What follows belongs to an exercise in optimizing a design on an open flow for small area, a short achievable clock period and few clock cycles; a production flow would make more cautious choices. For this run, only the layout was checked, not whether the RTL still works.

==> design.v <==
`timescale 1ns/1ns
module Controller(input clk, rst, start, compare, flag, output InitYin, InitW1, InitW2, InitB, InitFlag, InitAlpha, LdX1, LdX2, LdT, Select2, LdYin, LdFlag, LdAlphaT, LdW1, LdW2, LdB,ReadEn,Ready, output [1:0] Select1, Sel1, Sel2);
	reg initYin, initW1, initW2, initB, initFlag, initAlpha, ldX1, ldX2, ldT, select2, ldYin, ldFlag, ldAlphaT, ldW1, ldW2, ldB;
	reg [1:0] select1, sel1, sel2;
	reg [3:0] ns, ps;
	reg ldCnt, cntDown;
	reg readEn, ready;
	wire co;
	reg [7:0] Cout;
	always@(ps, start, co, compare, flag)begin
		ns = 4'b0;
		case(ps)
			4'b0000: begin
				ns = (start)? 4'b0001 : 4'b0000;
			  end
			4'b0001: begin
				ns = 4'b0010;
				end
			4'b0010: begin
				ns = 4'b0011;
				end
			4'b0011: begin
				ns = 4'b0100;
				end
			4'b0100: begin
				ns = 4'b0101;
				end
			4'b0101: begin
				ns = compare ? 4'b0110 : 4'b1010;
				end
			4'b0110: begin
				ns = 4'b0111;
				end
			4'b0111: begin
				ns = 4'b1000;
				end
			4'b1000: begin
				ns = 4'b1001;
				end
			4'b1001: begin
				ns = 4'b1010;
				end
			4'b1010: begin
				ns = (co == 0) ? 4'b0010 : 
				     (flag == 1) ? 4'b1011 : 
				     (flag == 0) ? 4'b0000 : 4'b1010;
				end
			4'b1011: begin
			  ns = 4'b0010;
			  end
			default: ns = 4'b0000;
		endcase
	end
	always@(ps)begin
		{initYin, initW1, initW2, initB, initFlag, ldCnt, initAlpha, ldX1, ldX2, ldT, cntDown, select2, ldYin, ldFlag, ldAlphaT, ldW1, ldW2, ldB} = 18'b0;
		readEn = 1'b0;
		ready = 1'b0;
		select1 = 2'b0;
		sel1 = 2'b0;
		sel2 = 2'b0;
		case(ps)
			4'b0000: begin
				ready = 1;
			  end
			4'b0001: begin
				initW1 = 1;
				initW2 = 1;
				initB = 1;
				initYin = 1;
				ldCnt = 1;
				initAlpha = 1;
				end
			4'b0010: begin
				ldX1 = 1;
				ldX2 = 1;
				ldT = 1;
				cntDown = 1;
				readEn = 1;
				end
			4'b0011: begin
				sel1 = 2'b00;
				sel2 = 2'b01;
				select1 = 2'b01;
				select2 = 1;
				ldYin = 1;
				end
			4'b0100: begin
				sel1 = 2'b01;
				sel2 = 2'b10;
				select1 = 2'b00;
				select2 = 1;
				ldYin = 1;
				end
			4'b0101: begin
				end
			4'b0110: begin
				sel1 = 2'b10;
				sel2 = 2'b0;
				ldAlphaT = 1;
				ldFlag = 1;
				end
			4'b0111: begin
				sel1 = 2'b11;
				sel2 = 2'b01;
				select2 = 1;
				select1 = 2'b10;
				ldW1 = 1;
				end
			4'b1000: begin
				sel1 = 2'b11;
				sel2 = 2'b10;
				select2 = 1;
				select1 = 2'b11;
				ldW2 = 1;
				end
			4'b1001: begin
				select2 = 0;
				select1 = 2'b01;
				ldB = 1;
				end
			4'b1010: begin
				end
			4'b1011: begin
			  ldCnt = 1;
			  initFlag = 1;
			  end
		endcase
	end
	always@(posedge clk,posedge rst)begin
		if(rst) ps <= 4'b0000;
		else ps <= ns;
	end
	always@(posedge clk, posedge rst)begin
	  if(rst)
	    Cout = 8'b11001000;
	  else begin
	    if(ldCnt) Cout <= 8'b11001000;
	    else if(cntDown) Cout <= Cout - 1;
	  end
  end
  assign co = ~|{Cout};
  assign InitYin = initYin;
  assign InitW1 = initW1;
  assign InitW2 = initW2;
  assign InitB = initB;
  assign InitFlag = initFlag;
  assign LdCnt = ldCnt;
  assign InitAlpha = initAlpha;
  assign LdX1 = ldX1;
  assign LdX2 = ldX2;
  assign LdT = ldT;
  assign CntDown = cntDown;
  assign Select1 = select1;
  assign Select2 = select2;
  assign LdYin = ldYin;
  assign LdFlag = ldFlag;
  assign LdAlphaT = ldAlphaT;
  assign LdW1 = ldW1;
  assign LdW2 = ldW2;
  assign LdB = ldB;
  assign Sel1 = sel1;
  assign Sel2 = sel2;
  assign ReadEn = readEn;
  assign Ready = ready;
endmodule
`timescale 1ns/1ns
module FlagReg(input clk,rst,loadData,initVal, output out);
  reg outData;
  assign out = outData;
  always@(posedge clk, posedge rst)begin
    if(rst) outData <= 1'b0;
    else
    begin
      if(initVal) outData <= 1'b0;
      else
    begin
    if (loadData) outData <= 1'b1;
    else outData <= outData;
    end
  end
  end
endmodule
`timescale 1ns/1ns
module Reg2bit(input clk,rst,loadData,initVal, input [1:0] inData, output[1:0] out);
  reg [1:0] outData;
  assign out = outData;
  always@(posedge clk, posedge rst)begin
    if(rst) outData <= 2'b0;
    else
    begin
      if(initVal) outData <= 2'b0;
      else
    begin
    if (loadData) outData <= inData;
    else outData <= outData;
    end
  end
  end
endmodule
`timescale 1ns/1ns
module Reg3bit(input clk,rst,loadData,initVal, input [2:0] inData, output[2:0] out);
  reg [2:0] outData;
  assign out = outData;
  always@(posedge clk, posedge rst)begin
    if(rst) outData <= 3'b0;
    else
    begin
      if(initVal) outData <= 3'b0;
      else
    begin
    if (loadData) outData <= inData;
    else outData <= outData;
    end
  end
  end
endmodule
`timescale 1ns/1ns
module Reg7bit(input clk,rst,loadData,initVal, input [6:0] inData, output[6:0] out);
  reg [6:0] outData;
  assign out = outData;
  always@(posedge clk, posedge rst)begin
    if(rst) outData <= 7'b0;
    else
    begin
      if(initVal) outData <= 7'b0;
      else
    begin
    if (loadData) outData <= inData;
    else outData <= outData;
    end
  end
  end
endmodule
`timescale 1ns/1ns
module Reg14bit(input clk,rst,loadData,initVal, input [13:0] inData, output[13:0] out);
  reg [13:0] outData;
  assign out = outData;
  always@(posedge clk, posedge rst)begin
    if(rst) outData <= 14'b0;
    else
    begin
      if(initVal) outData <= 14'b0;
      else
    begin
    if (loadData) outData <= inData;
    else outData <= outData;
    end
  end
  end
endmodule
`timescale 1ns/1ns
module Mux2to1(input select, input [13:0]in1,in2, output [13:0]MuxOut);
  assign MuxOut = ~select ? in1 : in2;
endmodule
`timescale 1ns/1ns
module Mux4to1(input [1:0]select, input [13:0]in1,in2,in3,in4, output [13:0]MuxOut);
  assign MuxOut = select==2'b00 ? in1 :
          select==2'b01 ? in2 :
          select==2'b10 ? in3 :
          select==2'b11 ? in4 : 14'bz;
endmodule
`timescale 1ns/1ns
module adder( input [13:0] op1, op2, output [13:0] result );
  assign result = op1 + op2;
endmodule
`timescale 1ns/1ns
module multiplier( input [13:0] op1, op2, output [13:0] result );
  wire [27:0] w;
  wire signed [13:0] operand1,operand2;
  assign operand1 = op1;
  assign operand2 = op2;
  assign w = operand1 * operand2;
  assign result = w[21:8];
endmodule
`timescale 1ns/1ns
module DataPath(input clk,rst, input [6:0] x1Data,x2Data, input [1:0] tData, input InitYin, InitW1, InitW2, InitB, InitFlag, InitAlpha, LdX1, LdX2, LdT, Select2, LdYin, LdFlag, LdAlphaT, LdW1, LdW2, LdB, input [1:0]  Select1, Sel1, Sel2, output compare, flag, output[1:0] signYin, output[13:0] w1,w2,b,Yin);
  wire [6:0] x1,x2;
  wire [1:0] t;
  wire [2:0] alpha,alphaT;
  wire [13:0] AddOut,MultOut,MultOp1,MultOp2,AddOp1,AddOp2;
  wire [13:0] castedT,castedAlphaT,castedAlpha,castedX1,castedX2;
  assign castedT = t[1] ? {4'b1111, t, 8'b0}: {4'b0, t, 8'b0};
  assign castedAlphaT = alphaT[2] ? {5'b11111, alphaT, 6'b0}: {5'b0, alphaT, 6'b0};
  assign castedAlpha = alpha[2] ? {5'b11111, alpha, 6'b0}: {5'b0, alpha, 6'b0};
  assign castedX1 = x1[6] ? {3'b111, x1, 4'b0}: {3'b0, x1, 4'b0};
  assign castedX2 = x2[6] ? {3'b111, x2, 4'b0}: {3'b0, x2, 4'b0};
  FlagReg FLAG(clk,rst,LdFlag,InitFlag, flag);
  Reg2bit T(clk,rst,LdT,1'b0,tData,t);
  Reg3bit ALPHA(clk,rst,InitAlpha,1'b0,3'b011, alpha);
  Reg3bit ALPHAT(clk,rst,LdAlphaT,1'b0,MultOut[8:6], alphaT);
  Reg7bit X1(clk,rst,LdX1,1'b0,x1Data, x1);
  Reg7bit X2(clk,rst,LdX2,1'b0,x2Data, x2);
  Reg14bit W1(clk,rst,LdW1,InitW1,AddOut, w1);
  Reg14bit W2(clk,rst,LdW2,InitW2,AddOut, w2);
  Reg14bit B (clk,rst,LdB,InitB,AddOut, b);
  Reg14bit YIN (clk,rst,LdYin,InitYin,AddOut, Yin);
  Mux4to1 MULTOP1(Sel1,w1,w2,castedT,castedAlphaT, MultOp1);
  Mux4to1 MULTOP2(Sel2,castedAlpha,castedX1,castedX2,14'b0, MultOp2);
  Mux4to1 ADDOP1(Select1,Yin,b,w1,w2, AddOp1);
  Mux2to1 ADDOP2(Select2,castedAlphaT,MultOut, AddOp2);
  multiplier MULTIPLIER(MultOp1,MultOp2, MultOut);
  adder ADDER(AddOp1,AddOp2, AddOut);
  assign compare = (Yin == 14'b0) ? 1 : (Yin[13] ^ t[1]);
  assign signYin = Yin[13] ? 2'b11 : 2'b01;  
endmodule
`timescale 1ns/1ns
module LearningMachine(input clk,rst, start, input [6:0] x1Data,x2Data, input [1:0] tData, output[1:0] signYin, output[13:0] w1,w2,b,Yin,output ReadEn, Ready);
  reg busy, rdEn, valid;
  reg xlast, flag;
  reg [7:0] cnt;      
  reg [6:0] x1, x2;
  reg [3:0] o1, o2;      
  reg [2:0] tw1, tw2;    
  reg t;
  reg [11:0] u1, u2;
  reg [7:0] v;
  reg [13:0] yReg;
  wire [13:0] ya, yb;
  wire [11:0] u1n, u2n;
  wire n1;
  wire n2;
  wire n3;
  wire n4;
  wire n5;
  wire n6;
  wire n7;
  wire n8;
  wire n9;
  wire n10;
  wire n11;
  wire n12;
  wire n13;
  wire n14;
  wire n15;
  wire n16;
  wire n17;
  wire n18;
  wire n19;
  wire n20;
  wire n21;
  wire n22;
  wire n23;
  wire n24;
  wire n25;
  wire n26;
  wire n27;
  wire n28;
  wire n29;
  wire n30;
  wire n31;
  wire n32;
  wire n33;
  wire n34;
  wire n35;
  wire n36;
  wire n37;
  wire n38;
  wire n39;
  wire n40;
  wire n41;
  wire n42;
  wire n43;
  wire n44;
  wire n45;
  wire n46;
  wire n47;
  wire n48;
  wire n49;
  wire n50;
  wire n51;
  wire n52;
  wire n53;
  wire n54;
  wire n55;
  wire n56;
  wire n57;
  wire n58;
  wire n59;
  wire n60;
  wire n61;
  wire n62;
  wire n63;
  wire n64;
  wire n65;
  wire n66;
  wire n67;
  wire n68;
  wire n69;
  wire n70;
  wire n71;
  wire n72;
  wire n73;
  wire n74;
  wire n75;
  wire n76;
  wire n77;
  wire n78;
  wire n79;
  wire n80;
  wire n81;
  wire n82;
  wire n83;
  wire n84;
  wire n85;
  wire n86;
  wire n87;
  wire n88;
  wire n89;
  wire n90;
  wire n91;
  wire n92;
  wire n93;
  wire n94;
  wire n95;
  wire n96;
  wire n97;
  wire n98;
  wire n99;
  wire s100;
  wire c101;
  wire s102;
  wire c103;
  wire s104;
  wire c105;
  wire t106;
  wire s107;
  wire c108;
  wire t109;
  wire s110;
  wire c111;
  wire t112;
  wire s113;
  wire c114;
  wire t115;
  wire s116;
  wire c117;
  wire s118;
  wire c119;
  wire t120;
  wire s121;
  wire c122;
  wire t123;
  wire s124;
  wire c125;
  wire t126;
  wire s127;
  wire c128;
  wire t129;
  wire s130;
  wire c131;
  wire t132;
  wire s133;
  wire c134;
  wire t135;
  wire s136;
  wire c137;
  wire t138;
  wire s139;
  wire c140;
  wire t141;
  wire s142;
  wire c143;
  wire t144;
  wire s145;
  wire c146;
  wire t147;
  wire s148;
  wire c149;
  wire t150;
  wire s151;
  wire c152;
  wire t153;
  wire s154;
  wire c155;
  wire t156;
  wire s157;
  wire c158;
  wire t159;
  wire s160;
  wire c161;
  wire t162;
  wire s163;
  wire c164;
  wire t165;
  wire s166;
  wire c167;
  wire t168;
  wire s169;
  wire c170;
  wire s171;
  wire c172;
  wire t173;
  wire s174;
  wire c175;
  wire t176;
  wire s177;
  wire c178;
  wire s179;
  wire c180;
  wire t181;
  wire s182;
  wire c183;
  wire s184;
  wire c185;
  wire s186;
  wire c187;
  wire s188;
  wire c189;
  wire s190;
  wire c191;
  wire s192;
  wire c193;
  wire t194;
  wire s195;
  wire c196;
  wire t197;
  wire s198;
  wire c199;
  wire t200;
  wire s201;
  wire c202;
  wire t203;
  wire s204;
  wire c205;
  wire t206;
  wire s207;
  wire c208;
  wire t209;
  wire s210;
  wire c211;
  wire t212;
  wire s213;
  wire c214;
  wire t215;
  wire s216;
  wire c217;
  wire t218;
  wire s219;
  wire c220;
  wire t221;
  wire s222;
  wire c223;
  wire t224;
  wire s225;
  wire c226;
  wire t227;
  wire s228;
  wire c229;
  wire t230;
  wire s231;
  wire c232;
  wire t233;
  wire s234;
  wire c235;
  wire t236;
  wire s237;
  wire c238;
  wire t239;
  wire s240;
  wire c241;
  wire t242;
  wire s243;
  wire c244;
  wire t245;
  wire s246;
  wire c247;
  wire t248;
  wire s249;
  wire c250;
  wire t251;
  wire s252;
  wire c253;
  wire t254;
  wire s255;
  wire c256;
  wire t257;
  wire s258;
  wire c259;
  wire s260;
  wire c261;
  wire s262;
  wire c263;
  wire s264;
  wire c265;
  wire t266;
  wire s267;
  wire c268;
  wire t269;
  wire s270;
  wire c271;
  wire t272;
  wire s273;
  wire c274;
  wire t275;
  wire s276;
  wire c277;
  wire t278;
  wire s279;
  wire c280;
  wire t281;
  wire s282;
  wire c283;
  wire t284;
  wire s285;
  wire c286;
  wire t287;
  wire s288;
  wire c289;
  wire t290;
  wire s291;
  wire c292;
  wire t293;
  wire s294;
  wire c295;
  wire t296;
  wire s297;
  wire c298;
  wire s299;
  wire c300;
  wire s301;
  wire c302;
  wire s303;
  wire c304;
  wire t305;
  wire s306;
  wire c307;
  wire t308;
  wire s309;
  wire c310;
  wire t311;
  wire s312;
  wire c313;
  wire t314;
  wire s315;
  wire c316;
  wire t317;
  wire s318;
  wire c319;
  wire t320;
  wire s321;
  wire c322;
  wire t323;
  wire s324;
  wire c325;
  wire t326;
  wire s327;
  wire c328;
  wire t329;
  wire s330;
  wire c331;
  wire t332;
  wire s333;
  wire c334;
  wire t335;
  wire s336;
  wire c337;
  wire s338;
  wire c339;
  wire s340;
  wire c341;
  wire s342;
  wire c343;
  wire s344;
  wire c345;
  wire s346;
  wire c347;
  wire s348;
  wire c349;
  wire s350;
  wire c351;
  wire s352;
  wire c353;
  wire s354;
  wire c355;
  wire s356;
  wire c357;
  wire s358;
  wire c359;
  wire s360;
  wire c361;
  wire s362;
  wire c363;
  wire s364;
  wire c365;
  wire g366;
  wire g367;
  wire p368;
  wire g369;
  wire p370;
  wire g371;
  wire p372;
  wire g373;
  wire p374;
  wire g375;
  wire p376;
  wire g377;
  wire p378;
  wire i379;
  wire g380;
  wire g381;
  wire i382;
  wire i383;
  wire g384;
  wire p385;
  wire g386;
  wire p387;
  wire i388;
  wire i389;
  wire g390;
  wire p391;
  wire g392;
  wire p393;
  wire g394;
  wire i395;
  wire g396;
  wire i397;
  wire g398;
  wire g399;
  wire g400;
  wire p401;
  wire i402;
  wire i403;
  wire g404;
  wire p405;
  wire i406;
  wire g407;
  wire g408;
  wire g409;
  wire i410;
  wire g411;
  wire g412;
  wire i413;
  wire g414;
  wire y415;
  wire y416;
  wire y417;
  wire y418;
  wire y419;
  wire y420;
  wire y421;
  wire y422;
  wire y423;
  wire y424;
  wire y425;
  wire y426;
  wire y427;
  assign n1 = ((o1[0] & u1[0])) ^ x1[1];
  assign n2 = ((o1[0] & u1[1]) | (tw1[0] & u1[0])) ^ x1[1];
  assign n3 = ((o1[0] & u1[2]) | (tw1[0] & u1[1])) ^ x1[1];
  assign n4 = ((o1[0] & u1[3]) | (tw1[0] & u1[2])) ^ x1[1];
  assign n5 = ((o1[0] & u1[4]) | (tw1[0] & u1[3])) ^ x1[1];
  assign n6 = ((o1[0] & u1[5]) | (tw1[0] & u1[4])) ^ x1[1];
  assign n7 = ((o1[0] & u1[6]) | (tw1[0] & u1[5])) ^ x1[1];
  assign n8 = ((o1[0] & u1[7]) | (tw1[0] & u1[6])) ^ x1[1];
  assign n9 = ((o1[0] & u1[8]) | (tw1[0] & u1[7])) ^ x1[1];
  assign n10 = ((o1[0] & u1[9]) | (tw1[0] & u1[8])) ^ x1[1];
  assign n11 = ((o1[0] & u1[10]) | (tw1[0] & u1[9])) ^ x1[1];
  assign n12 = ((o1[0] & u1[11]) | (tw1[0] & u1[10])) ^ x1[1];
  assign n13 = ~(((o1[0] & u1[11]) | (tw1[0] & u1[11])) ^ x1[1]);
  assign n14 = ((o1[1] & u1[0])) ^ x1[3];
  assign n15 = ((o1[1] & u1[1]) | (tw1[1] & u1[0])) ^ x1[3];
  assign n16 = ((o1[1] & u1[2]) | (tw1[1] & u1[1])) ^ x1[3];
  assign n17 = ((o1[1] & u1[3]) | (tw1[1] & u1[2])) ^ x1[3];
  assign n18 = ((o1[1] & u1[4]) | (tw1[1] & u1[3])) ^ x1[3];
  assign n19 = ((o1[1] & u1[5]) | (tw1[1] & u1[4])) ^ x1[3];
  assign n20 = ((o1[1] & u1[6]) | (tw1[1] & u1[5])) ^ x1[3];
  assign n21 = ((o1[1] & u1[7]) | (tw1[1] & u1[6])) ^ x1[3];
  assign n22 = ((o1[1] & u1[8]) | (tw1[1] & u1[7])) ^ x1[3];
  assign n23 = ((o1[1] & u1[9]) | (tw1[1] & u1[8])) ^ x1[3];
  assign n24 = ((o1[1] & u1[10]) | (tw1[1] & u1[9])) ^ x1[3];
  assign n25 = ((o1[1] & u1[11]) | (tw1[1] & u1[10])) ^ x1[3];
  assign n26 = ~(((o1[1] & u1[11]) | (tw1[1] & u1[11])) ^ x1[3]);
  assign n27 = ((o1[2] & u1[0])) ^ x1[5];
  assign n28 = ((o1[2] & u1[1]) | (tw1[2] & u1[0])) ^ x1[5];
  assign n29 = ((o1[2] & u1[2]) | (tw1[2] & u1[1])) ^ x1[5];
  assign n30 = ((o1[2] & u1[3]) | (tw1[2] & u1[2])) ^ x1[5];
  assign n31 = ((o1[2] & u1[4]) | (tw1[2] & u1[3])) ^ x1[5];
  assign n32 = ((o1[2] & u1[5]) | (tw1[2] & u1[4])) ^ x1[5];
  assign n33 = ((o1[2] & u1[6]) | (tw1[2] & u1[5])) ^ x1[5];
  assign n34 = ((o1[2] & u1[7]) | (tw1[2] & u1[6])) ^ x1[5];
  assign n35 = ((o1[2] & u1[8]) | (tw1[2] & u1[7])) ^ x1[5];
  assign n36 = ((o1[2] & u1[9]) | (tw1[2] & u1[8])) ^ x1[5];
  assign n37 = ((o1[2] & u1[10]) | (tw1[2] & u1[9])) ^ x1[5];
  assign n38 = ((o1[2] & u1[11]) | (tw1[2] & u1[10])) ^ x1[5];
  assign n39 = (o1[3] & u1[0]);
  assign n40 = x1[6] & ~((o1[3] & u1[0]));
  assign n41 = ((o1[3] & u1[1])) ^ x1[6];
  assign n42 = ((o1[3] & u1[2])) ^ x1[6];
  assign n43 = ((o1[3] & u1[3])) ^ x1[6];
  assign n44 = ((o1[3] & u1[4])) ^ x1[6];
  assign n45 = ((o1[3] & u1[5])) ^ x1[6];
  assign n46 = ((o1[3] & u1[6])) ^ x1[6];
  assign n47 = ((o1[3] & u1[7])) ^ x1[6];
  assign n48 = ((o1[3] & u1[8])) ^ x1[6];
  assign n49 = ((o1[3] & u1[9])) ^ x1[6];
  assign n50 = n1 & x1[1] & n2;
  assign n51 = ((o2[0] & u2[0])) ^ x2[1];
  assign n52 = ((o2[0] & u2[1]) | (tw2[0] & u2[0])) ^ x2[1];
  assign n53 = ((o2[0] & u2[2]) | (tw2[0] & u2[1])) ^ x2[1];
  assign n54 = ((o2[0] & u2[3]) | (tw2[0] & u2[2])) ^ x2[1];
  assign n55 = ((o2[0] & u2[4]) | (tw2[0] & u2[3])) ^ x2[1];
  assign n56 = ((o2[0] & u2[5]) | (tw2[0] & u2[4])) ^ x2[1];
  assign n57 = ((o2[0] & u2[6]) | (tw2[0] & u2[5])) ^ x2[1];
  assign n58 = ((o2[0] & u2[7]) | (tw2[0] & u2[6])) ^ x2[1];
  assign n59 = ((o2[0] & u2[8]) | (tw2[0] & u2[7])) ^ x2[1];
  assign n60 = ((o2[0] & u2[9]) | (tw2[0] & u2[8])) ^ x2[1];
  assign n61 = ((o2[0] & u2[10]) | (tw2[0] & u2[9])) ^ x2[1];
  assign n62 = ((o2[0] & u2[11]) | (tw2[0] & u2[10])) ^ x2[1];
  assign n63 = ~(((o2[0] & u2[11]) | (tw2[0] & u2[11])) ^ x2[1]);
  assign n64 = ((o2[1] & u2[0])) ^ x2[3];
  assign n65 = ((o2[1] & u2[1]) | (tw2[1] & u2[0])) ^ x2[3];
  assign n66 = ((o2[1] & u2[2]) | (tw2[1] & u2[1])) ^ x2[3];
  assign n67 = ((o2[1] & u2[3]) | (tw2[1] & u2[2])) ^ x2[3];
  assign n68 = ((o2[1] & u2[4]) | (tw2[1] & u2[3])) ^ x2[3];
  assign n69 = ((o2[1] & u2[5]) | (tw2[1] & u2[4])) ^ x2[3];
  assign n70 = ((o2[1] & u2[6]) | (tw2[1] & u2[5])) ^ x2[3];
  assign n71 = ((o2[1] & u2[7]) | (tw2[1] & u2[6])) ^ x2[3];
  assign n72 = ((o2[1] & u2[8]) | (tw2[1] & u2[7])) ^ x2[3];
  assign n73 = ((o2[1] & u2[9]) | (tw2[1] & u2[8])) ^ x2[3];
  assign n74 = ((o2[1] & u2[10]) | (tw2[1] & u2[9])) ^ x2[3];
  assign n75 = ((o2[1] & u2[11]) | (tw2[1] & u2[10])) ^ x2[3];
  assign n76 = ~(((o2[1] & u2[11]) | (tw2[1] & u2[11])) ^ x2[3]);
  assign n77 = ((o2[2] & u2[0])) ^ x2[5];
  assign n78 = ((o2[2] & u2[1]) | (tw2[2] & u2[0])) ^ x2[5];
  assign n79 = ((o2[2] & u2[2]) | (tw2[2] & u2[1])) ^ x2[5];
  assign n80 = ((o2[2] & u2[3]) | (tw2[2] & u2[2])) ^ x2[5];
  assign n81 = ((o2[2] & u2[4]) | (tw2[2] & u2[3])) ^ x2[5];
  assign n82 = ((o2[2] & u2[5]) | (tw2[2] & u2[4])) ^ x2[5];
  assign n83 = ((o2[2] & u2[6]) | (tw2[2] & u2[5])) ^ x2[5];
  assign n84 = ((o2[2] & u2[7]) | (tw2[2] & u2[6])) ^ x2[5];
  assign n85 = ((o2[2] & u2[8]) | (tw2[2] & u2[7])) ^ x2[5];
  assign n86 = ((o2[2] & u2[9]) | (tw2[2] & u2[8])) ^ x2[5];
  assign n87 = ((o2[2] & u2[10]) | (tw2[2] & u2[9])) ^ x2[5];
  assign n88 = ((o2[2] & u2[11]) | (tw2[2] & u2[10])) ^ x2[5];
  assign n89 = ((o2[3] & u2[0])) ^ x2[6];
  assign n90 = ((o2[3] & u2[1])) ^ x2[6];
  assign n91 = ((o2[3] & u2[2])) ^ x2[6];
  assign n92 = ((o2[3] & u2[3])) ^ x2[6];
  assign n93 = ((o2[3] & u2[4])) ^ x2[6];
  assign n94 = ((o2[3] & u2[5])) ^ x2[6];
  assign n95 = ((o2[3] & u2[6])) ^ x2[6];
  assign n96 = ((o2[3] & u2[7])) ^ x2[6];
  assign n97 = ((o2[3] & u2[8])) ^ x2[6];
  assign n98 = ((o2[3] & u2[9])) ^ x2[6];
  assign n99 = n51 & x2[1] & n52;
  LM_fa fs100(x1[3], x2[3], n3, s100, c101);
  LM_fa fs102(x1[5], x2[5], n5, s102, c103);
  LM_ha hs104(n6, n17, s104, c105);
  LM_x2 xt106(x2[6], n7, t106);
  LM_x2 xs107(t106, n18, s107);
  LM_mj mc108(x2[6], n7, n18, c108);
  LM_x2 xt109(n29, n39, t109);
  LM_x2 xs110(t109, n57, s110);
  LM_mj mc111(n29, n39, n57, c111);
  LM_x2 xt112(n8, n19, t112);
  LM_x2 xs113(t112, n30, s113);
  LM_mj mc114(n8, n19, n30, c114);
  LM_x2 xt115(n40, n41, t115);
  LM_x2 xs116(t115, n58, s116);
  LM_mj mc117(n40, n41, n58, c117);
  LM_ha hs118(n69, n80, s118, c119);
  LM_x2 xt120(v[0], n9, t120);
  LM_x2 xs121(t120, n20, s121);
  LM_mj mc122(v[0], n9, n20, c122);
  LM_x2 xt123(n31, n42, t123);
  LM_x2 xs124(t123, n59, s124);
  LM_mj mc125(n31, n42, n59, c125);
  LM_x2 xt126(n70, n81, t126);
  LM_x2 xs127(t126, n91, s127);
  LM_mj mc128(n70, n81, n91, c128);
  LM_x2 xt129(v[1], n10, t129);
  LM_x2 xs130(t129, n21, s130);
  LM_mj mc131(v[1], n10, n21, c131);
  LM_x2 xt132(n32, n43, t132);
  LM_x2 xs133(t132, n60, s133);
  LM_mj mc134(n32, n43, n60, c134);
  LM_x2 xt135(n71, n82, t135);
  LM_x2 xs136(t135, n92, s136);
  LM_mj mc137(n71, n82, n92, c137);
  LM_x2 xt138(v[2], n11, t138);
  LM_x2 xs139(t138, n22, s139);
  LM_mj mc140(v[2], n11, n22, c140);
  LM_x2 xt141(n33, n44, t141);
  LM_x2 xs142(t141, n61, s142);
  LM_mj mc143(n33, n44, n61, c143);
  LM_x2 xt144(n72, n83, t144);
  LM_x2 xs145(t144, n93, s145);
  LM_mj mc146(n72, n83, n93, c146);
  LM_x2 xt147(v[3], n12, t147);
  LM_x2 xs148(t147, n23, s148);
  LM_mj mc149(v[3], n12, n23, c149);
  LM_x2 xt150(n34, n45, t150);
  LM_x2 xs151(t150, n62, s151);
  LM_mj mc152(n34, n45, n62, c152);
  LM_x2 xt153(n73, n84, t153);
  LM_x2 xs154(t153, n94, s154);
  LM_mj mc155(n73, n84, n94, c155);
  LM_x2 xt156(v[4], n13, t156);
  LM_x2 xs157(t156, n24, s157);
  LM_mj mc158(v[4], n13, n24, c158);
  LM_x2 xt159(n35, n46, t159);
  LM_x2 xs160(t159, n63, s160);
  LM_mj mc161(n35, n46, n63, c161);
  LM_x2 xt162(n74, n85, t162);
  LM_x2 xs163(t162, n95, s163);
  LM_mj mc164(n74, n85, n95, c164);
  LM_x2 xt165(1'b1, v[5], t165);
  LM_x2 xs166(t165, n25, s166);
  LM_mj mc167(1'b1, v[5], n25, c167);
  LM_x2 xt168(n36, n47, t168);
  LM_x2 xs169(t168, n75, s169);
  LM_mj mc170(n36, n47, n75, c170);
  LM_ha hs171(n86, n96, s171, c172);
  LM_x2 xt173(1'b1, v[6], t173);
  LM_x2 xs174(t173, n26, s174);
  LM_mj mc175(1'b1, v[6], n26, c175);
  LM_x2 xt176(n37, n48, t176);
  LM_x2 xs177(t176, n76, s177);
  LM_mj mc178(n37, n48, n76, c178);
  LM_ha hs179(n87, n97, s179, c180);
  LM_x2 xt181(v[7], n38, t181);
  LM_x2 xs182(t181, n49, s182);
  LM_mj mc183(v[7], n38, n49, c183);
  LM_ha hs184(n88, n98, s184, c185);
  LM_fa fs186(n14, n50, n53, s186, c187);
  LM_fa fs188(n4, n15, n54, s188, c189);
  LM_fa fs190(n16, n27, n55, s190, c191);
  LM_ha hs192(n66, n77, s192, c193);
  LM_x2 xt194(n28, n56, t194);
  LM_x2 xs195(t194, n67, s195);
  LM_mj mc196(n28, n56, n67, c196);
  LM_x2 xt197(n78, s104, t197);
  LM_x2 xs198(t197, c103, s198);
  LM_mj mc199(n78, s104, c103, c199);
  LM_x2 xt200(n68, n79, t200);
  LM_x2 xs201(t200, n89, s201);
  LM_mj mc202(n68, n79, n89, c202);
  LM_x2 xt203(c105, s107, t203);
  LM_x2 xs204(t203, s110, s204);
  LM_mj mc205(c105, s107, s110, c205);
  LM_x2 xt206(n90, s118, t206);
  LM_x2 xs207(t206, c108, s207);
  LM_mj mc208(n90, s118, c108, c208);
  LM_x2 xt209(c111, s113, t209);
  LM_x2 xs210(t209, s116, s210);
  LM_mj mc211(c111, s113, s116, c211);
  LM_x2 xt212(c119, c114, t212);
  LM_x2 xs213(t212, c117, s213);
  LM_mj mc214(c119, c114, c117, c214);
  LM_x2 xt215(s121, s124, t215);
  LM_x2 xs216(t215, s127, s216);
  LM_mj mc217(s121, s124, s127, c217);
  LM_x2 xt218(c122, c125, t218);
  LM_x2 xs219(t218, c128, s219);
  LM_mj mc220(c122, c125, c128, c220);
  LM_x2 xt221(s130, s133, t221);
  LM_x2 xs222(t221, s136, s222);
  LM_mj mc223(s130, s133, s136, c223);
  LM_x2 xt224(c131, c134, t224);
  LM_x2 xs225(t224, c137, s225);
  LM_mj mc226(c131, c134, c137, c226);
  LM_x2 xt227(s139, s142, t227);
  LM_x2 xs228(t227, s145, s228);
  LM_mj mc229(s139, s142, s145, c229);
  LM_x2 xt230(c140, c143, t230);
  LM_x2 xs231(t230, c146, s231);
  LM_mj mc232(c140, c143, c146, c232);
  LM_x2 xt233(s148, s151, t233);
  LM_x2 xs234(t233, s154, s234);
  LM_mj mc235(s148, s151, s154, c235);
  LM_x2 xt236(c149, c152, t236);
  LM_x2 xs237(t236, c155, s237);
  LM_mj mc238(c149, c152, c155, c238);
  LM_x2 xt239(s157, s160, t239);
  LM_x2 xs240(t239, s163, s240);
  LM_mj mc241(s157, s160, s163, c241);
  LM_x2 xt242(s171, c158, t242);
  LM_x2 xs243(t242, c161, s243);
  LM_mj mc244(s171, c158, c161, c244);
  LM_x2 xt245(c164, s166, t245);
  LM_x2 xs246(t245, s169, s246);
  LM_mj mc247(c164, s166, s169, c247);
  LM_x2 xt248(c172, s179, t248);
  LM_x2 xs249(t248, c167, s249);
  LM_mj mc250(c172, s179, c167, c250);
  LM_x2 xt251(c170, s174, t251);
  LM_x2 xs252(t251, s177, s252);
  LM_mj mc253(c170, s174, s177, c253);
  LM_x2 xt254(t, c180, t254);
  LM_x2 xs255(t254, s184, s255);
  LM_mj mc256(t, c180, s184, c256);
  LM_x2 xt257(c175, c178, t257);
  LM_x2 xs258(t257, s182, s258);
  LM_mj mc259(c175, c178, s182, c259);
  LM_ha hs260(n64, n99, s260, c261);
  LM_fa fs262(n65, c101, c187, s262, c263);
  LM_fa fs264(s192, c189, s102, s264, c265);
  LM_x2 xt266(c193, c191, t266);
  LM_x2 xs267(t266, s195, s267);
  LM_mj mc268(c193, c191, s195, c268);
  LM_x2 xt269(c196, s201, t269);
  LM_x2 xs270(t269, c199, s270);
  LM_mj mc271(c196, s201, c199, c271);
  LM_x2 xt272(c202, s207, t272);
  LM_x2 xs273(t272, c205, s273);
  LM_mj mc274(c202, s207, c205, c274);
  LM_x2 xt275(c208, c211, t275);
  LM_x2 xs276(t275, s213, s276);
  LM_mj mc277(c208, c211, s213, c277);
  LM_x2 xt278(c214, c217, t278);
  LM_x2 xs279(t278, s219, s279);
  LM_mj mc280(c214, c217, s219, c280);
  LM_x2 xt281(c220, c223, t281);
  LM_x2 xs282(t281, s225, s282);
  LM_mj mc283(c220, c223, s225, c283);
  LM_x2 xt284(c226, c229, t284);
  LM_x2 xs285(t284, s231, s285);
  LM_mj mc286(c226, c229, s231, c286);
  LM_x2 xt287(c232, c235, t287);
  LM_x2 xs288(t287, s237, s288);
  LM_mj mc289(c232, c235, s237, c289);
  LM_x2 xt290(c238, c241, t290);
  LM_x2 xs291(t290, s243, s291);
  LM_mj mc292(c238, c241, s243, c292);
  LM_x2 xt293(c244, s249, t293);
  LM_x2 xs294(t293, c247, s294);
  LM_mj mc295(c244, s249, c247, c295);
  LM_x2 xt296(c250, s255, t296);
  LM_x2 xs297(t296, c253, s297);
  LM_mj mc298(c250, s255, c253, c298);
  LM_ha hs299(s260, s100, s299, c300);
  LM_fa fs301(c261, s188, s262, s301, c302);
  LM_fa fs303(s190, c263, s264, s303, c304);
  LM_x2 xt305(c265, s198, t305);
  LM_x2 xs306(t305, s267, s306);
  LM_mj mc307(c265, s198, s267, c307);
  LM_x2 xt308(c268, s204, t308);
  LM_x2 xs309(t308, s270, s309);
  LM_mj mc310(c268, s204, s270, c310);
  LM_x2 xt311(s210, c271, t311);
  LM_x2 xs312(t311, s273, s312);
  LM_mj mc313(s210, c271, s273, c313);
  LM_x2 xt314(s216, c274, t314);
  LM_x2 xs315(t314, s276, s315);
  LM_mj mc316(s216, c274, s276, c316);
  LM_x2 xt317(s222, c277, t317);
  LM_x2 xs318(t317, s279, s318);
  LM_mj mc319(s222, c277, s279, c319);
  LM_x2 xt320(s228, c280, t320);
  LM_x2 xs321(t320, s282, s321);
  LM_mj mc322(s228, c280, s282, c322);
  LM_x2 xt323(s234, c283, t323);
  LM_x2 xs324(t323, s285, s324);
  LM_mj mc325(s234, c283, s285, c325);
  LM_x2 xt326(s240, c286, t326);
  LM_x2 xs327(t326, s288, s327);
  LM_mj mc328(s240, c286, s288, c328);
  LM_x2 xt329(s246, c289, t329);
  LM_x2 xs330(t329, s291, s330);
  LM_mj mc331(s246, c289, s291, c331);
  LM_x2 xt332(s252, c292, t332);
  LM_x2 xs333(t332, s294, s333);
  LM_mj mc334(s252, c292, s294, c334);
  LM_x2 xt335(s258, c295, t335);
  LM_x2 xs336(t335, s297, s336);
  LM_mj mc337(s258, c295, s297, c337);
  assign ya = {c334, c331, c328, c325, c322, c319, c316, c313, c310, c307, c304, c302, c300, s299};
  assign yb = {s336, s333, s330, s327, s324, s321, s318, s315, s312, s309, s306, s303, s301, s186};
  LM_ha hs338(s299, s186, s338, c339);
  LM_ha hs340(c300, s301, s340, c341);
  LM_ha hs342(c302, s303, s342, c343);
  LM_ha hs344(c304, s306, s344, c345);
  LM_ha hs346(c307, s309, s346, c347);
  LM_ha hs348(c310, s312, s348, c349);
  LM_ha hs350(c313, s315, s350, c351);
  LM_ha hs352(c316, s318, s352, c353);
  LM_ha hs354(c319, s321, s354, c355);
  LM_ha hs356(c322, s324, s356, c357);
  LM_ha hs358(c325, s327, s358, c359);
  LM_ha hs360(c328, s330, s360, c361);
  LM_ha hs362(c331, s333, s362, c363);
  LM_ha hs364(c334, s336, s364, c365);
  LM_gi qg366(c341, s340, c339, g366);
  LM_gpi qg367(c345, s344, c343, s342, g367, p368);
  LM_gpi qg369(c349, s348, c347, s346, g369, p370);
  LM_gpi qg371(c353, s352, c351, s350, g371, p372);
  LM_gpi qg373(c357, s356, c355, s354, g373, p374);
  LM_gpi qg375(c361, s360, c359, s358, g375, p376);
  LM_gpi qg377(c365, s364, c363, s362, g377, p378);
  assign i379 = ~g366;
  LM_gi qg380(c343, s342, i379, g380);
  LM_go qg381(g367, p368, g366, g381);
  assign i382 = ~g369;
  assign i383 = ~p370;
  LM_gpi qg384(c351, s350, i382, i383, g384, p385);
  LM_gpo qg386(g371, p372, g369, p370, g386, p387);
  assign i388 = ~g373;
  assign i389 = ~p374;
  LM_gpi qg390(c359, s358, i388, i389, g390, p391);
  LM_gpo qg392(g375, p376, g373, p374, g392, p393);
  LM_gi qg394(c347, s346, g381, g394);
  assign i395 = ~g381;
  LM_go qg396(g369, p370, i395, g396);
  assign i397 = ~g381;
  LM_go qg398(g384, p385, i397, g398);
  LM_gi qg399(g386, p387, g381, g399);
  LM_gpi qg400(c363, s362, g392, p393, g400, p401);
  assign i402 = ~g392;
  assign i403 = ~p393;
  LM_gpo qg404(g377, p378, i402, i403, g404, p405);
  assign i406 = ~g399;
  LM_gi qg407(c355, s354, i406, g407);
  LM_go qg408(g373, p374, g399, g408);
  LM_go qg409(g390, p391, g399, g409);
  assign i410 = ~g399;
  LM_gi qg411(g392, p393, i410, g411);
  LM_go qg412(g400, p401, g399, g412);
  assign i413 = ~g399;
  LM_gi qg414(g404, p405, i413, g414);
  assign y415 = s340 ^ c339;
  assign y416 = s342 ^ ~g366;
  assign y417 = s344 ^ ~g380;
  assign y418 = s346 ^ g381;
  assign y419 = s348 ^ ~g394;
  assign y420 = s350 ^ g396;
  assign y421 = s352 ^ g398;
  assign y422 = s354 ^ ~g399;
  assign y423 = s356 ^ ~g407;
  assign y424 = s358 ^ g408;
  assign y425 = s360 ^ g409;
  assign y426 = s362 ^ ~g411;
  assign y427 = s364 ^ g412;
  assign yt = {y427, y426, y425, y424, y423, y422, y421, y420, y419, y418, y417, y416, y415, s338};
  wire [5:0] xl1 = x1[5:0] ^ {6{t}};
  wire xs1 = x1[6] ^ t;
  assign u1n = u1 + {4'd0, ~xs1, xs1, xl1} + {4'd0, ~xs1, xl1, t} + {4'b1111, 6'd0, t, 1'b0};
  wire [5:0] xl2 = x2[5:0] ^ {6{t}};
  wire xs2 = x2[6] ^ t;
  assign u2n = u2 + {4'd0, ~xs2, xs2, xl2} + {4'd0, ~xs2, xl2, t} + {4'b1111, 6'd0, t, 1'b0};
  wire [13:0] yt;    
  wire [13:0] y = {yt[13] ^ t, yt[12:0]};
  wire [13:0] zx = ya ^ yb ^ {ya[12:0] | yb[12:0], 1'b0} ^ {t, 13'd0};
  wire [3:0] zn;
  LM_nd4 zn0(~zx[3:0], zn[0]);
  LM_nd4 zn1(~zx[7:4], zn[1]);
  LM_nd4 zn2(~zx[11:8], zn[2]);
  LM_nd4 zn3({2'b11, ~zx[13:12]}, zn[3]);
  wire yzero;
  LM_nr4 zr(zn, yzero);
  wire mis = yzero | yt[13];
  wire upd = valid & mis;
  wire clr = ~busy & start;
  wire [7:0] vn = v + {{6{t}}, ~t, 1'b1};    
  wire last = (cnt == 8'd14);
  function [6:0] booth(input [6:0] x);
    reg [8:0] e;
    integer i;
    begin
      e = {x[6], x, 1'b0};
      for (i = 0; i < 4; i = i + 1)
        booth[i] = e[2*i+1] ^ e[2*i];
      for (i = 0; i < 3; i = i + 1)
        booth[4+i] = (e[2*i+2] & ~e[2*i+1] & ~e[2*i]) | (~e[2*i+2] & e[2*i+1] & e[2*i]);
    end
  endfunction
  wire [6:0] bd1 = booth(x1Data);
  wire [6:0] bd2 = booth(x2Data);
  always @(posedge clk) begin
    x1 <= x1Data; x2 <= x2Data; t <= tData[1];
    o1 <= bd1[3:0]; tw1 <= bd1[6:4];
    o2 <= bd2[3:0]; tw2 <= bd2[6:4];
  end
  always @(posedge clk) begin
    if (!busy) begin
      xlast <= 1'b0; flag <= 1'b0; cnt <= 8'd1;
    end else begin
      if (rdEn) begin
        xlast <= last;
        cnt <= last ? 8'd1 : {cnt[6:0], cnt[7] ^ cnt[5] ^ cnt[4] ^ cnt[3]};
      end
      if (rdEn && last) flag <= 1'b0;
      else if (upd && !xlast) flag <= 1'b1;
    end
  end
  always @(posedge clk, posedge rst) begin
    if (rst) begin
      busy <= 1'b0; rdEn <= 1'b0; valid <= 1'b0;
      u1 <= 12'd0; u2 <= 12'd0; v <= 8'd0; yReg <= 14'd0;
    end else begin
      if (valid) yReg <= y;
      u1 <= upd ? u1n : u1 & {12{~clr}};
      u2 <= upd ? u2n : u2 & {12{~clr}};
      v <= upd ? vn : v & {8{~clr}};
      if (!busy) begin
        if (start) begin
          busy <= 1'b1; rdEn <= 1'b1; valid <= 1'b0;
        end
      end else begin
        valid <= rdEn;
        if (rdEn && last) begin
          rdEn <= flag | upd;
        end else if (!rdEn && xlast && valid) begin
          rdEn <= mis;
          busy <= mis;
        end
      end
    end
  end
  assign w1 = {u1, 2'b00};
  assign w2 = {u2, 2'b00};
  assign b = {v, 6'b0};
  assign Yin = yReg;
  assign signYin = {yReg[13], 1'b1};
  assign ReadEn = rdEn;
  assign Ready = ~busy;
endmodule
module LM_nd4(input [3:0] a, output y);
  assign y = ~&a;
endmodule
module LM_nr4(input [3:0] a, output y);
  assign y = ~|a;
endmodule
module LM_gpi(input gh, ph, gl, pl, output gn, pn);
  assign gn = ~(gh | (ph & gl));
  assign pn = ~(ph & pl);
endmodule
module LM_gi(input gh, ph, gl, output gn);
  assign gn = ~(gh | (ph & gl));
endmodule
module LM_gpo(input ghn, phn, gln, pln, output g, p);
  assign g = ~(ghn & (phn | gln));
  assign p = ~(phn | pln);
endmodule
module LM_go(input ghn, phn, gln, output g);
  assign g = ~(ghn & (phn | gln));
endmodule
module LM_x2(input a, b, output y);
  assign y = a ^ b;
endmodule
module LM_mj(input a, b, c, output y);
  assign y = (a & b) | (a & c) | (b & c);
endmodule
module LM_fa(input a, b, c, output s, co);
  assign s = a ^ b ^ c;
  assign co = (a & b) | (a & c) | (b & c);
endmodule
module LM_ha(input a, b, output s, co);
  assign s = a ^ b;
  assign co = a & b;
endmodule
module LM_gp(input gh, ph, gl, pl, output g, p);
  assign g = gh | (ph & gl);
  assign p = ph & pl;
endmodule
module LM_g(input gh, ph, gl, output g);
  assign g = gh | (ph & gl);
endmodule
==> flow/run.sh <==
#!/bin/bash
set -euo pipefail
bash standard.sh SETUP_SLACK_MARGIN=7 'BUFFER_PORTS_ARGS=-buffer_cell sky130_fd_sc_hd__buf_1' finish > standard_make.log 2>&1
==> standard.sh <==
#!/bin/bash
# synth_recipe.tcl (not shown) runs the flow's synth.tcl, then flattens the netlist and writes it again
# the make line also repeats each setting of config.mk as NAME=value (left out here)
make -C /OpenROAD-flow-scripts/flow DESIGN_CONFIG=/design/flow/config.mk WORK_HOME=/design/flow/orfs CLKGATE_MAP_FILE= SYNTH_SCRIPT=/design/flow/synth_recipe.tcl "${@:-finish}"
==> config.mk <==
export PLATFORM = sky130hd
export DESIGN_NAME = LearningMachine
export DESIGN_NICKNAME = LearningMachine
export VERILOG_FILES = /design/flow/design.v
export SDC_FILE = /design/flow/constraint.sdc
export NUM_CORES = 4
export LEC_CHECK = 0
export ABC_CLOCK_PERIOD_IN_PS = 5000
export CAP_MARGIN = 20
export CORE_MARGIN = 2
export CORE_UTILIZATION = 40
export SETUP_SLACK_MARGIN = 5
export SLEW_MARGIN = 20
export SYNTH_HIERARCHICAL = 1
export SYNTH_MINIMUM_KEEP_SIZE = 0
==> constraint.sdc <==
create_clock -name core_clock -period 12.0 [get_ports {clk}]
set_input_delay 2.4000 -clock core_clock [delete_from_list [all_inputs] [get_ports {clk}]]
set_output_delay 2.4000 -clock core_clock [all_outputs]
set_load 0.01 [all_outputs]
==> impl_metrics.tcl <==
set metrics [dict create \
    cp_data_required_time_ns 12.28 \
    grt_setup_unrepaired "false" \
    hold_violations 0 \
    synth.cells.most_frequent "xor2_1 (179), xnor2_1 (125), nand2_1 (70)" \
    die_w_um 158 \
    clockBufferDepth 2 \
    rows 56 \
    synthCells 1072 \
    yosys.area.top_type "xor2_1" \
    multiInputGateArea_mm2 0.00714 \
    core_area_mm2 0.0233 \
    max_freq_mhz 208 \
    cts_tree "done" \
    grt_pass1_wl_um 36700 \
    fin_tns_setup_ns 0 \
    cts_buffers 9 \
    io-pin-count 79 \
    dieArea_mm2 0.0249 \
    drv_slew 0 \
    overflow 0 \
    clock_latency_ns 0.36 \
    placed_area_mm2 0.00986 \
    drc 0 \
    crit_type "register to register" \
    start_util_pct 40.6 \
    seqCellArea_mm2 0.00202 \
    dr_total_vias 7382 \
    globalplace.congestion 0.891 \
    finalCritPeriodShare_pct 40.2 \
    wl_um 23600 \
    antenna_cells 0 \
    first_iter_violations 358 \
    regToRegSetupSlack_ns 7.18 \
    synth.top_cells.by_area "xor2_1 (17%), dfrtp_1 (13%), xnor2_1 (12%), ha_1 (8.1%), dfxtp_1 (7.8%)" \
    synth_most_common_cell "xor2_1" \
    ys_seq_elements 86 \
    skew_ns 0.0102 \
    synth-async-reset-ratio_pct 57.0 \
    start_kind "register" \
    ctsHtreeMaxLevel 3 \
    clockRootBuffer "clkbuf_16" \
    worstPathArrival_ns 5.10 \
    final_cell_area_mm2 0.0107 \
    setup_viol 0 \
    io_buffers 66 \
    synth-edff-count 0 \
    grtUsageTotal_pct 18.6 \
    cts_sinks 86 \
    synth_warnings 8 \
    via_per_inst 5.13 \
    grt_pass1_vias 7109 \
    synth_top_area_share_pct 16.6 \
    max_slew.worst_pin.slew_ns 0.879 \
    drt-pass1-iter-count 5 \
    synth-seq-area-share_pct 20.8 \
    slew_headroom_pct 41.4 \
    antenna_left 0 \
    path_clk_slew_ns 0.07 \
    max_cap_viol_count 0 \
    chipHeight_um 158 \
    drt-wirelength-per-cell_um 16.4 \
    ys_types 61 \
    worstSetupEndpointType "register" \
    fin_nets 1216 \
    nFillCells 2269 \
    antenna_found_initial 1 \
    syn_area_per_cell_um2 8.83 \
    grt_max_degree 59 \
    hp-class "register to register" \
    min_period_ns 4.82 \
    syn_to_final_growth_pct 12.7 \
    drive_above_1_share_pct 18.9 \
    hpwl_um 17100 \
    cp_max_fo 8 \
    synth_ff_type "dfrtp_1" \
    netlist_area_mm2 0.00946 \
    status "timing/DRC/antenna clean" \
]
critical path, cell delays in order, from the launching register on:
cell and delay, ns:
dfrtp_2 0.46, buf_2 0.18, a22oi_1 0.19, xnor2_1 0.14, maj3_2 0.36, maj3_2 0.34, maj3_2 0.35, xor2_2 0.20
xor2_2 0.22, buf_4 0.17, ha_4 0.28, nand2_1 0.08, nor2_2 0.16, nand2_1 0.09, o21ai_2 0.17, xor2_2 0.30
o21ai_4 0.11, buf_12 0.19, or3_1 0.32, mux2_1 0.32, o211ai_1 0.09
modules after synthesis, one instance, submodules excluded, a selection:
module	area, um2	times used	cells inside
LM_nd4	6.26	4	1
LM_nr4	12.5	1	1
LM_fa	20.0	9	1
LM_gpi	12.5	8	2
LM_gpo	12.5	2	2
LM_ha	12.5	22	1
LM_gi	8.76	6	1
path summary, 6_finish.rpt:
| check | start | end | depth (start not counted) |
|---|---|---|---|
| hold reg to reg | cnt[1] | cnt[2] | 2 |
| setup / recovery | u1[7] | u2[11] | 20 |
| hold / removal | cnt[1] | cnt[2] | 2 |
| min in group asynchronous | rst | rdEn | 3 |
| max in group asynchronous | rst | u2[3] | 3 |
| setup reg to reg | u1[7] | u2[11] | 20 |
flip-flops by register name, indices dropped and copies added (netlist names), 3 cells and up:
name	count
cnt	8
o1	4
o2	4
tw1	3
tw2	3
u1	12
u2	12
v	8
x1	6
x2	6
yReg	14
cell type report:
| class | instances | share of cell area [%] |
|---|---|---|
| timing repair buffer | 97 | 4.93 |
| tap | 319 | 3.74 |
| clock inverter | 2 | 0.164 |
| sequential | 86 | 19.0 |
| clock buffer | 14 | 2.87 |
| inverter | 66 | 2.32 |
| multi-input combinational | 854 | 67.0 |
timing repair:
item	in CTS	in global routing
pin swaps	1	21
setup endpoints to repair	34	5
resized for setup	34	41
setup buffers	0	24
cloned	0	2
hold buffers	0	0
metal layers:
metal / vias up / share of wire [%] / global-route usage, %
met4: 0 / 1.2 / 4.89
li1: 3639 / - / -
met1: 3548 / 46 / 25.1
met5: - / 0 / 0
met2: 175 / 48 / 31.3
met3: 20 / 4.6 / 2.46
cells in the final DEF (no fill, tap or decap), types with 8 or more instances in the layout:
cell type | synthesis | layout
xor2_1 | 179 | 169
nand3_1 | 30 | 30
maj3_2 | 63 | 63
buf_1 | 12 | 66
buf_4 | 13 | 27
dfxtp_1 | 37 | 17
xnor2_1 | 125 | 121
dfxtp_2 | 0 | 18
ha_1 | 61 | 59
a21o_1 | 10 | 10
a21oi_1 | 33 | 32
o21ai_1 | 15 | 13
nor2_1 | 28 | 26
conb_1 | 2 | 17
fa_1 | 22 | 22
dfrtp_1 | 49 | 28
a21oi_2 | 15 | 15
a22oi_1 | 64 | 62
o21ai_0 | 38 | 37
dfrtp_2 | 0 | 21
inv_1 | 64 | 63
clkbuf_16 | 0 | 13
nand2b_1 | 9 | 9
mux2_2 | 8 | 8
nand2_1 | 70 | 70
xor2_2 | 1 | 11
logic make-up after synthesis:
| kind of cell | Yosys count | share of synthesized area (%) |
|---|---|---|
| flops | 86 | 20.8 |
| compound gates | 200 | 13.9 |
| fa+ha+maj | 146 | 20.2 |
| buf+inv | 147 | 6.36 |
| mux | 16 | 1.81 |
| simple gates | 170 | 8.54 |
| xor+xnor | 305 | 28.3 |
| other cells | 2 | 0.0794 |
stage by stage:
step                cells  utilization [%]  hold WS, ns  setup slack, ns
floorplan            1087                -        0.440             7.06
global placement     1396             42.3        0.459             6.42
detailed placement   1396             42.3        0.484             6.34
CTS                  1412             43.9        0.491             7.00
global route         1438             45.7        0.510             6.99
finish               1438             45.7        0.487             7.18

-- port drivers added, routing unchanged --
In the flow no input, the clock included, has a driving cell. The finished layout below was timed again as built, in two steps.
Step 1 (the two cells are an assumption about what drives the block):
set clk [get_ports {clk}]
set_driving_cell -lib_cell sky130_fd_sc_hd__clkbuf_16 $clk
set_driving_cell -lib_cell sky130_fd_sc_hd__buf_2 [delete_from_list [all_inputs] $clk]
Step 2 times the ports against the registers' clock, not the clock port: input delays grow and output delays shrink by t, the midpoint of the rising clock arrivals with the driver on.
Slacks: no drivers / after step 1 / after step 2; pairs: no drivers / after step 1.
t, ns: 0.397
setup WS [ns]: 7.181 / 7.181 / 7.181
worst setup path after step 2: register to register
clock arrival spread, ns: 0.011 / 0.011
After both steps setup and hold are still met in this run. The setup slack of this run moves by 0.000 ns with the drivers and by 0.000 ns with both steps.
